What follows belongs to an exercise in optimizing a design on an open flow for small area and a short achievable clock period; a production flow would make more cautious choices. No run shown here included a check of the RTL's function; only the layout flow was run.

==> flow/design.v (outline; a module is shown in full before it is edited, if it fits) <==
// module top: 1757 lines
// module fa: 4 lines
// module ha: 4 lines
module top (input logic clk, rst,
            input logic enable, din,
            input logic signed [10:0] x,
            output logic signed [11:0] q,
            output logic spike);
  // ...
==> flow/run.sh <==
#!/bin/bash
# synth_recipe.tcl (not shown) runs the flow's synth.tcl, then flattens the netlist and writes it again
# the make line also repeats each setting of config.mk as NAME=value (left out here)
make -C /OpenROAD-flow-scripts/flow DESIGN_CONFIG=/design/flow/config.mk WORK_HOME=/design/flow/orfs CLKGATE_MAP_FILE= SYNTH_SCRIPT=/design/flow/synth_recipe.tcl finish
==> flow/config.mk <==
export PLATFORM = sky130hd
export DESIGN_NAME = top
export DESIGN_NICKNAME = top
export VERILOG_FILES = /design/flow/design.v
export SDC_FILE = /design/flow/constraint.sdc
export NUM_CORES = 4
export LEC_CHECK = 0
export ABC_CLOCK_PERIOD_IN_PS = 3500
export CAP_MARGIN = 20
export CORE_MARGIN = 2
export CORE_UTILIZATION = 40
export SETUP_SLACK_MARGIN = 5
export SLEW_MARGIN = 60
export SYNTH_HIERARCHICAL = 1
export SYNTH_MINIMUM_KEEP_SIZE = 0
==> flow/constraint.sdc <==
create_clock -name core_clock -period 12.0 [get_ports {clk}]
set_input_delay 2.4000 -clock core_clock [delete_from_list [all_inputs] [get_ports {clk}]]
set_output_delay 2.4000 -clock core_clock [all_outputs]
set_load 0.01 [all_outputs]
==> reports/metrics.yaml, run 1 <==
critPathCaptureType: "flip-flop"
cts.htree.levels: 2
status: "finished clean"
multi_input_gates: 1923
rrSetupSlack_ns: 7.28
finalMaxSlewViolations: 0
cp-startpoint: "y1a[3]"
yosysSeqAreaShare: 0.260
synth.avg_cell_area_um2: 10.4
antenna_found_initial: 0
cts_setup_buffers: 0
io_pins: 28
fmax_ghz: 0.212
synthFlopType: "dfxtp_1"
fin_nets: 3315
tns_ns: 0
dieHeight_um: 265
largest_class: "multi-input gates"
fin_util: 0.447
yosys.area_share.simple: 0.116
clkTransAtPathRegs_ns: 0.06
hold_viol: 0
ant_nets: 0
multi_input_area_share: 0.629
ys_warn_count: 7
synth_top_cells_by_count: "fa_1 (363), dfxtp_1 (354), ha_1 (297)"
port_buffers: 27
wl_met3_um: 1460
==> run 2: changes to the inputs <==
--- a/flow/config.mk
+++ b/flow/config.mk
@@ -6,10 +6,10 @@
 export NUM_CORES = 4
 export LEC_CHECK = 0
-export ABC_CLOCK_PERIOD_IN_PS = 3500
-export CAP_MARGIN = 20
+export ABC_CLOCK_PERIOD_IN_PS = 2500
+export CAP_MARGIN = 60
 export CORE_MARGIN = 2
 export CORE_UTILIZATION = 40
 export SETUP_SLACK_MARGIN = 5
-export SLEW_MARGIN = 60
+export SLEW_MARGIN = 85
 export SYNTH_HIERARCHICAL = 1
 export SYNTH_MINIMUM_KEEP_SIZE = 0
==> reports/metrics.yaml, run 2 <==
netlist_area_mm2: 0.0273
root_buffer: "clkbuf_16"
fin_nets: 3510  # +5.9%
antenna_found_initial: 0  # unchanged
syn_to_final_growth_pct: 25.2
worst_clock_skew_ns: 0.0404
overflow: 0
synth_top_area_cell: "fa_1"
period_share: 0.567
cts.htree.levels: 2  # unchanged
status: "finished clean"
cp_data_required_time_ns: 12.44
finalMaxSlewViolations: 0  # unchanged
fmax_ghz: 0.147  # -31%
synth_top_cells_by_count: "fa_1 (363), dfxtp_1 (354), ha_1 (297)"
cp_cell_sequence: "fa_1 -> fa_1 -> ha_2 -> o21ai_2 -> o21ai_2 -> a31oi_2 -> o21ai_2 -> o41ai_4 -> clkdlybuf4s50_1 -> clkdlybuf4s50_1 -> clkdlybuf4s50_1 -> clkdlybuf4s50_1 -> clkdlybuf4s50_1 -> clkdlybuf4s50_1 -> clkdlybuf4s50_1 -> clkdlybuf4s50_1 -> xor2_1 -> nor2_1"
place_area_mm2: 0.0312
hold_depth: 1
seq_area_mm2: 0.00729
diodes: 0
cp.arrival_ns: 7.24
async_flop_share: 0
hpwl_um: 48900
hold_viol: 0  # unchanged
io_pins: 28  # unchanged
routabilityCongestion: 0.851
fin_area_mm2: 0.0341
grt_pass1_vias: 20625
synthFlopType: "dfxtp_1"
critPathCaptureType: "flip-flop"
cts_buffers: 43
hold_buffers: 0
cts_tree: "yes"
grt_usage: 0.181
synth.area.top_cells: "fa_1 (27%), dfxtp_1 (26%), ha_1 (14%), xnor2_1 (3.9%), inv_1 (3.8%)"
num_rows: 95
crit_slowest_cell: "clkdlybuf4s50_1"
clkTransAtPathRegs_ns: 0.06  # about the same
wl_per_cell_um: 17.0
top_regs: "h1: 21 flops, h2: 21 flops"
wl_um: 63400
via_count: 19070
tns_ns: 0  # unchanged
drive_gt1_frac: 0.195
ant_nets: 0  # unchanged
yosysMostFrequentCell: "fa_1"
synth_edf_count: 0
ys_types: 72
drv_cap: 0
ys_warn_count: 7  # unchanged
rsz0062_at_grt: "no"
hp-class: "flip-flop to flip-flop"
dieHeight_um: 265  # unchanged
port_buffers: 27  # unchanged
yosysTopAreaCellShare: 0.267
worst_path_most_repeated_cell: "clkdlybuf4s50_1"
synth-seq-cells: 354
die_w_um: 265
multi_input_area_mm2: 0.0209
period_needed_ns: 6.80
syn-num-nets: 3299
vias_per_cell: 5.10
clock_latency_ns: 0.58
slowest_delay_ns: 0.53
drtIter0Drc: 744
nFillCells: 5831
start_util: 0.405
whs_ns: 0.416
grt_max_degree: 27
core_area_mm2: 0.0673
die_area_mm2: 0.0702
maxSlewHeadroom: 0.809
layout_commonest_cell: "fa_1"
cts_sinks: 354
final_cell_mix: "fa_1 (356), dfxtp_1 (285), inv_1 (257)"
synthCells: 2624
clockBufferDepth: 3
worst_pin_slew_ns: 0.287
critPathKind: "flip-flop to flip-flop"
critPathLaunchType: "flip-flop"
grt_pass1_wl_um: 104000
synth.avg_cell_area_um2: 10.4  # unchanged
yosysSeqAreaShare: 0.260  # unchanged
drtPass1Iterations: 5
drcViolationCount: 0
r2r_cells: 18
cp_max_fo: 4
final-setup-viol-count: 0
[run 2: changes by cell type in the layout (fill, tap and decap cells not counted), moves of 40 or more]
cell             delta
clkdlybuf4s50_1    +79
ha_1               -57
dfxtp_1            -49
dfxtp_4            +47
ha_2               +46
o21ai_0            -40
[run 2: area by class of cell]
cell class / instances / area share
Clock buffer: 56 / 0.0357
Clock inverter: 21 / 0.00638
Inverter: 277 / 0.0311
Multi-Input combinational cell: 1923 / 0.612
Sequential cell: 354 / 0.214
Tap cell: 873 / 0.0320
Timing Repair Buffer: 236 / 0.0694
[run 2: timing repair]
| item | CTS | global route |
|---|---|---|
| setup endpoints to repair | 5 | 12 |
| pin swaps | 5 | 24 |
| setup buffers | 1 | 4 |
| resized for setup | 38 | 84 |
[run 2: worst paths after layout]
| kind | end | slack, ns | start |
|---|---|---|---|
| max | ft_r[11] | 5.20 | p[2] |
| min | z3[0] | 0.42 | z2[0] |
| max reg2reg | ft_r[11] | 5.20 | p[2] |
| min reg2reg | z3[0] | 0.42 | z2[0] |
[run 2: metal layers]
| metal | wire length (um) | global-route usage | vias to the layer above |
|---|---|---|---|
| met1 | 26800 | 0.222 | 9523 |
| met3 | 1880 | 0.0201 | 116 |
| met2 | 33200 | 0.334 | 325 |
| met5 | 0 | 0 | - |
| met4 | 1560 | 0.0499 | 0 |
| li1 | - | - | 9106 |
[run 2: per-stage QoR]
step / setup slack [ns] / std cells / util
finish: 5.20 / 3740 / 0.507
global route: 5.04 / 3740 / 0.507
CTS: 4.81 / 3692 / 0.486
detailed placement: 3.53 / 3614 / 0.464
global placement: 7.00 / 3467 / 0.423
floorplan: 7.72 / 2624 / -
[run 2: cell families (layout without fill, tap and decap cells)]
family	after synthesis	after routing	synth area share
AND/OR/NAND/NOR	635	635	0.116
adder cells (fa/ha/maj)	660	660	0.403
buffers and inverters	347	590	0.0478
flip-flops	354	354	0.260
multiplexers	22	22	0.00822
AO/OA/AOI/OAI	408	408	0.102
XOR/XNOR	198	198	0.0636
[run 2: modules after synthesis (local to each module, per instance)]
module / cell area, um^2 / flops+latches / cells inside
ha: 12.5 / 0 / 1
top: 19400 / 354 / 2213
fa: 20.0 / 0 / 1
[run 2: critical path: cells and delay by family (launching register included)]
family,cells,cell delay [ns]
xor+xnor,1,0.15
simple gates,1,0.06
fa+ha+maj,3,1.32
flops,1,0.35
buf+inv,8,3.96
compound gates,5,0.81

## static timing again, ports no longer ideal
In the flow no input, the clock included, has a driving cell. The finished layouts below were timed again as built, in two steps. Step 1: set_driving_cell puts a clkbuf_16 on clk and a buf_2 on each other input, an assumption about the parent block. Step 2, shift: input delay + t, output delay - t, t = (earliest + latest rising clock arrival at the registers) / 2. This alone moves slack from input paths to output paths. Slacks: no drivers / after step 1 / after step 2; pairs: no drivers / after step 1.
run	shift t [ns]	slack for setup (ns)	worst setup path at the end	latest minus earliest clock arrival (ns)	slew at the worst register clock pin (ns)
run 1	0.621	7.285 / 7.285 / 6.939	input to register	0.037 / 0.037	0.06 / 0.06
run 2	0.619	5.200 / 5.200 / 4.642	input to register	0.043 / 0.043	0.06 / 0.06
After both steps every run listed still meets setup and hold. The setup slack of run 2, which loses most, moves by 0.000 ns with the drivers and by -0.558 ns with both steps.
